From an optimization exercise on the open Yosys and OpenROAD flow, aimed at small area; shortcuts taken in it are not production practice.
Only simulation tests tie the RTL to the original design; equivalence was not proved.
Power is estimated from default activity; no workload was simulated. No driver is modelled on the clock port, so clocking that relies on it looks cheaper here than on a real chip.

==> flow/design.v (excerpt) <==
module tasks2do (
   input             clk8,
   input             reset8,
   input             ce1,
   input      [3:0]  cmd_inst,
   input      [27:0] cmd_data,
   input             timeout_done,
   input             prog_busy,
   input             frame_busy,
   input             neo_busy,
   input             disp_sel_n,
   output reg        frame_start,
   output reg [25:0] frame_data,
   output reg        shared_done,
   output     [7:0]  neo_size,
   output     [1:0]  disp_addr,
   output            chng_disp
);
clock: 10.0 ns
lec_check: 0
cap_margin: 10
core_margin: 2
core_utilization: 70
slew_margin: 10
standard.sh (not shown) runs the stock make flow with config.mk's settings and CLKGATE_MAP_FILE= SYNTH_SCRIPT=/design/flow/synth_recipe.tcl, a recipe that flattens the netlist after the stock synthesis.
==> flow/flow/run.sh <==
#!/bin/bash
# Layout: the standard flow (standard.sh) with these changes:
#  - synthesis maps the logic with the ABC script flow/area.abc (area-only
#    standard-cell mapping, repeated) instead of ORFS's speed script, and
#    leaves adders to that mapping instead of ORFS's half/full-adder cell
#    map (ADDER_MAP_FILE empty); the rest of the synthesis script is
#    unchanged, and it gives the same registers, by name and cell type;
#  - the port buffers are buf_1 cells;
#  - the clock tree uses clkbuf_16 cells on clusters of up to 32 flip-flops,
#    without dummy loads.
# The whole output goes to standard.log here; ORFS keeps each step's log
# under orfs/logs.
set -euo pipefail
here=$(pwd)
# the synthesis script: synth_recipe.tcl with ABC's script replaced
{
   head -n 1 synth_recipe.tcl
   echo "proc abc {args} { set i [lsearch \$args -script]; lset args [expr {\$i+1}] $here/flow/area.abc; yosys abc {*}\$args }"
   tail -n +2 synth_recipe.tcl
} > area_synth.tcl
sed "s|$here/synth_recipe.tcl|$here/area_synth.tcl|g" standard.sh > area_standard.sh
grep -q area_synth.tcl area_standard.sh
export ADDER_MAP_FILE=
export BUFFER_PORTS_ARGS="-buffer_cell sky130_fd_sc_hd__buf_1"
export CTS_ARGS="-sink_clustering_enable -repair_clock_nets -sink_clustering_size 32 -sink_clustering_max_diameter 100 -buf_list sky130_fd_sc_hd__clkbuf_16 -dont_use_dummy_load"
bash area_standard.sh > standard.log 2>&1
==> flow/flow/area.abc <==
strash
dch
amap -m -F 2 -A 8
strash
dch
amap -m -F 2 -A 8
strash
dch
amap -m -F 2 -A 8
strash
dch
amap -m -F 2 -A 8
strash
dch
amap -m -F 2 -A 8
topo
==> next run, changes <==
Settings changed: CORE_UTILIZATION 70 to 60.
What happened: Area after synthesis does not change. Maximum frequency is lower by 0.56%. Design area went up by 0.92%. Wire length drops by 1.9%. Non-clock buffer count rises by 15. Worst hold slack loses 50 ps.
==> next run, changes <==
Settings changed: CORE_UTILIZATION 60 to 78.
After rerunning: The changed run passed the timing, DRC and antenna checks; total power rises by 2.2%; sequential share of layout area came out higher by 0.80 points; critical path depth decreases by 1; cell area drops by 1.4%; cell count fell by 5.6%; core utilization goes up by 19 points; first-iteration DRC count is higher by 130%; die area shrinks by 23%.
==> next run, changes <==
--- a/flow/flow/run.sh
+++ b/flow/flow/run.sh
@@ -7,5 +7,5 @@
 #    unchanged, and it gives the same registers, by name and cell type;
 #  - the port buffers are buf_1 cells;
-#  - the clock tree uses clkbuf_16 cells on clusters of up to 32 flip-flops,
+#  - the clock tree uses clkbuf_16 cells on clusters of up to 28 flip-flops,
 #    without dummy loads.
 # The whole output goes to standard.log here; ORFS keeps each step's log
@@ -23,4 +23,4 @@
 export ADDER_MAP_FILE=
 export BUFFER_PORTS_ARGS="-buffer_cell sky130_fd_sc_hd__buf_1"
-export CTS_ARGS="-sink_clustering_enable -repair_clock_nets -sink_clustering_size 32 -sink_clustering_max_diameter 100 -buf_list sky130_fd_sc_hd__clkbuf_16 -dont_use_dummy_load"
+export CTS_ARGS="-sink_clustering_enable -repair_clock_nets -sink_clustering_size 14 -sink_clustering_max_diameter 60 -buf_list sky130_fd_sc_hd__clkbuf_8 -dont_use_dummy_load"
 bash area_standard.sh > standard.log 2>&1
Settings changed: CAP_MARGIN 10 to 20, CORE_UTILIZATION 78 to 70, SLEW_MARGIN 10 to 20.
Result:
- synthesized cell count does not change
- design area goes up by 1.2%
- cell count rises by 3.6%
- critical path depth fell by 2
- total power went up by 1.1%
==> next run, changes <==
--- a/flow/flow/run.sh
+++ b/flow/flow/run.sh
@@ -23,4 +23,4 @@
 export ADDER_MAP_FILE=
 export BUFFER_PORTS_ARGS="-buffer_cell sky130_fd_sc_hd__buf_1"
-export CTS_ARGS="-sink_clustering_enable -repair_clock_nets -sink_clustering_size 14 -sink_clustering_max_diameter 60 -buf_list sky130_fd_sc_hd__clkbuf_8 -dont_use_dummy_load"
+export CTS_ARGS="-sink_clustering_enable -repair_clock_nets -sink_clustering_size 28 -sink_clustering_max_diameter 100 -buf_list sky130_fd_sc_hd__clkbuf_16 -dont_use_dummy_load"
 bash area_standard.sh > standard.log 2>&1
Result:
- synthesized area is unchanged
- non-clock buffer count is unchanged
- power came out lower slightly
- setup slack improved by 14 ps
- core utilization goes down by 0.18 points
- design area stays flat

---

Another version of the RTL of tasks2do (not shown whole).
For scale: about 510 flip-flops, ~79 I/O pins, roughly 24,000 sq um of cells after synthesis.
export LEC_CHECK = 0
export CAP_MARGIN = 20
export CORE_MARGIN = 2
export CORE_UTILIZATION = 70
export CTS_BUF_LIST = sky130_fd_sc_hd__clkbuf_16
export CTS_CLUSTER_DIAMETER = 100
export CTS_CLUSTER_SIZE = 28
export SLEW_MARGIN = 20
create_clock -name core_clock -period 10.0 [get_ports {clk8}]
run.sh (not shown) runs the stock make flow with config.mk's settings and CLKGATE_MAP_FILE= SYNTH_SCRIPT=/design/flow/synth_recipe.tcl, a recipe that flattens the netlist after the stock synthesis.
Stock flow here: none of the scripts above is used.
Rerun with:
==> flow/flow/run.sh (new file) <==
#!/bin/bash
# Layout: the standard flow (standard.sh), with two changes passed to
# ORFS through its own variables: the port buffers are buf_1 cells, and the
# clock tree uses clkbuf_16 cells on clusters of up to 28 flip-flops without
# dummy loads.  The whole output goes to standard.log here; ORFS keeps each
# step's log under orfs/logs.
set -euo pipefail
export BUFFER_PORTS_ARGS="-buffer_cell sky130_fd_sc_hd__buf_1"
export CTS_ARGS="-sink_clustering_enable -repair_clock_nets -sink_clustering_size 28 -sink_clustering_max_diameter 100 -buf_list sky130_fd_sc_hd__clkbuf_16 -dont_use_dummy_load"
bash standard.sh > standard.log 2>&1
==> flow/standard.sh (new file) <==
#!/bin/bash
# synth_recipe.tcl (not shown) runs the flow's synth.tcl, then flattens the netlist and writes it again
# the make line also repeats each setting of config.mk as NAME=value (left out here)
make -C /OpenROAD-flow-scripts/flow DESIGN_CONFIG=/design/flow/config.mk WORK_HOME=/design/flow/orfs CLKGATE_MAP_FILE= SYNTH_SCRIPT=/design/flow/synth_recipe.tcl "${@:-finish}"
Settings changed: CTS_BUF_LIST sky130_fd_sc_hd__clkbuf_16 to default, CTS_CLUSTER_DIAMETER 100 to default, CTS_CLUSTER_SIZE 28 to default.
removed: flow/run.sh
Result: The changed run finished clean; design area shrinks by about 2%; routed wire length grows by about 0.6%; sequential share of layout area grows by 1.1 points; register-to-register slack gains 140 ps; first-iteration DRC count shrinks by about 4.6%; global-route usage barely changes.

---

Setup of maple:
tasks2do with an RTL version that a note above also has.
Size: ~1900 cells after synthesis, roughly 490 flip-flops, roughly 20000 µm² of cells after synthesis.
clock: 10.0 ns
lec_check: 0
cap_margin: 20
core_margin: 2
core_utilization: 70
slew_margin: 20
standard.sh (not shown) runs the stock make flow with config.mk's settings and CLKGATE_MAP_FILE= SYNTH_SCRIPT=/design/flow/synth_recipe.tcl, a recipe that flattens the netlist after the stock synthesis.
==> flow/flow/run.sh <==
#!/bin/bash
# Layout: the standard flow (standard.sh) with these changes:
#  - synthesis maps the logic with the ABC script flow/area.abc (area-only
#    standard-cell mapping, repeated) instead of ORFS's speed script, and
#    leaves adders to that mapping instead of ORFS's half/full-adder cell
#    map (ADDER_MAP_FILE empty); the rest of the synthesis script is
#    unchanged, and it gives the same registers, by name and cell type;
#  - the port buffers are buf_1 cells;
#  - the clock tree uses clkbuf_16 cells on clusters of up to 28 flip-flops,
#    without dummy loads.
# The whole output goes to standard.log here; ORFS keeps each step's log
# under orfs/logs.
set -euo pipefail
here=$(pwd)
# the synthesis script: synth_recipe.tcl with ABC's script replaced
{
   head -n 1 synth_recipe.tcl
   echo "proc abc {args} { set i [lsearch \$args -script]; lset args [expr {\$i+1}] $here/flow/area.abc; yosys abc {*}\$args }"
   tail -n +2 synth_recipe.tcl
} > area_synth.tcl
sed "s|$here/synth_recipe.tcl|$here/area_synth.tcl|g" standard.sh > area_standard.sh
grep -q area_synth.tcl area_standard.sh
export ADDER_MAP_FILE=
export BUFFER_PORTS_ARGS="-buffer_cell sky130_fd_sc_hd__buf_1"
export CTS_ARGS="-sink_clustering_enable -repair_clock_nets -sink_clustering_size 32 -sink_clustering_max_diameter 100 -buf_list sky130_fd_sc_hd__clkbuf_16 -dont_use_dummy_load"
bash area_standard.sh > standard.log 2>&1
Scripts as last shown in full above: flow/flow/area.abc
Changes in yarrow relative to maple:
Settings: swapping 20 for 10 in SLEW_MARGIN; swapping 20 for 10 in CAP_MARGIN.
diff --git a/flow/flow/run.sh b/flow/flow/run.sh
--- a/flow/flow/run.sh
+++ b/flow/flow/run.sh
@@ -23,4 +23,4 @@
 export ADDER_MAP_FILE=
 export BUFFER_PORTS_ARGS="-buffer_cell sky130_fd_sc_hd__buf_1"
-export CTS_ARGS="-sink_clustering_enable -repair_clock_nets -sink_clustering_size 32 -sink_clustering_max_diameter 100 -buf_list sky130_fd_sc_hd__clkbuf_16 -dont_use_dummy_load"
+export CTS_ARGS="-sink_clustering_enable -repair_clock_nets -sink_clustering_size 28 -sink_clustering_max_diameter 100 -buf_list sky130_fd_sc_hd__clkbuf_16 -dont_use_dummy_load"
 bash area_standard.sh > standard.log 2>&1
==> summary.txt <==
yarrow: all stages complete, timing, DRC and antenna checks passed. Looking at proportion of power drawn by combinational gates across yarrow and maple, the one that comes out higher is maple. Net switching power figure (yarrow vs. maple) increases slightly. Diff yarrow and maple: power density over the cells higher in yarrow.
Modified inputs, raven compared to yarrow
Settings: GPL_TIMING_DRIVEN now 0, previously not set.
diff --git a/flow/flow/run.sh b/flow/flow/run.sh
--- a/flow/flow/run.sh
+++ b/flow/flow/run.sh
@@ -7,5 +7,5 @@
 #    unchanged, and it gives the same registers, by name and cell type;
 #  - the port buffers are buf_1 cells;
-#  - the clock tree uses clkbuf_16 cells on clusters of up to 28 flip-flops,
+#  - the clock tree uses clkbuf_16 cells on clusters of up to 32 flip-flops,
 #    without dummy loads.
 # The whole output goes to standard.log here; ORFS keeps each step's log
@@ -23,4 +23,4 @@
 export ADDER_MAP_FILE=
 export BUFFER_PORTS_ARGS="-buffer_cell sky130_fd_sc_hd__buf_1"
-export CTS_ARGS="-sink_clustering_enable -repair_clock_nets -sink_clustering_size 28 -sink_clustering_max_diameter 100 -buf_list sky130_fd_sc_hd__clkbuf_16 -dont_use_dummy_load"
+export CTS_ARGS="-sink_clustering_enable -repair_clock_nets -sink_clustering_size 32 -sink_clustering_max_diameter 100 -buf_list sky130_fd_sc_hd__clkbuf_16 -dont_use_dummy_load"
 bash area_standard.sh > standard.log 2>&1
[summary]
- Share of power burned in combinational logic (raven over yarrow): decrease, 0.7 points
- In terms of post-synthesis instance total, yarrow and raven differ only marginally.
- Re number of cells after detailed placement: raven and yarrow aren't equal, and the higher value belongs to raven.

re-timing with driven ports:
In the flow no input, the clock included, has a driving cell. The finished layouts below were timed again as built, in two steps. Step 1 (the two cells are an assumption about what drives the block):
set clk [get_ports {clk8}]
set_driving_cell -lib_cell sky130_fd_sc_hd__clkbuf_16 $clk
set_driving_cell -lib_cell sky130_fd_sc_hd__buf_2 [delete_from_list [all_inputs] $clk]
Step 2 times the ports against the registers' clock, not the clock port: input delays grow and output delays shrink by t, the midpoint of the rising clock arrivals with the driver on. Three values: ideal, step 1, step 2; two values: the first two.
run | t (ns) | slack for setup (ns) | hold slack, ns | worst setup path after step 2 | worst data-port slew with drivers (ns)
the first run of note 1 | 0.562 | 5.882 / 5.878 / 5.316 | 0.416 / 0.416 / 0.416 | input to register | 0.06
the second run of note 1 | 0.572 | 5.859 / 5.887 / 5.316 | 0.366 / 0.366 / 0.366 | input to register | 0.07
the third run of note 1 | 0.565 | 5.893 / 5.892 / 5.327 | 0.396 / 0.396 / 0.396 | input to register | 0.07
the fourth run of note 1 | 0.609 | 5.874 / 5.868 / 5.259 | 0.382 / 0.382 / 0.382 | input to register | 0.06
the fifth run of note 1 | 0.578 | 5.888 / 5.881 / 5.303 | 0.392 / 0.392 / 0.392 | input to register | 0.07
the first run of note 2 | 0.625 | 6.010 / 5.954 / 5.692 | 0.438 / 0.438 / 0.438 | input to register | 0.05
the second run of note 2 | 0.599 | 6.282 / 6.282 / 5.911 | 0.446 / 0.446 / 0.446 | input to register | 0.07
maple | 0.559 | 5.882 / 5.875 / 5.315 | 0.421 / 0.421 / 0.421 | input to register | 0.07
yarrow | 0.576 | 5.815 / 5.808 / 5.232 | 0.391 / 0.391 / 0.391 | input to register | 0.07
raven | 0.563 | 5.963 / 5.963 / 5.700 | 0.370 / 0.370 / 0.370 | input to register | 0.07
After both steps setup and hold are still met in every run listed. The setup slack of the fourth run of note 1, which loses most, moves by -0.006 ns with the drivers and by -0.615 ns with both steps.
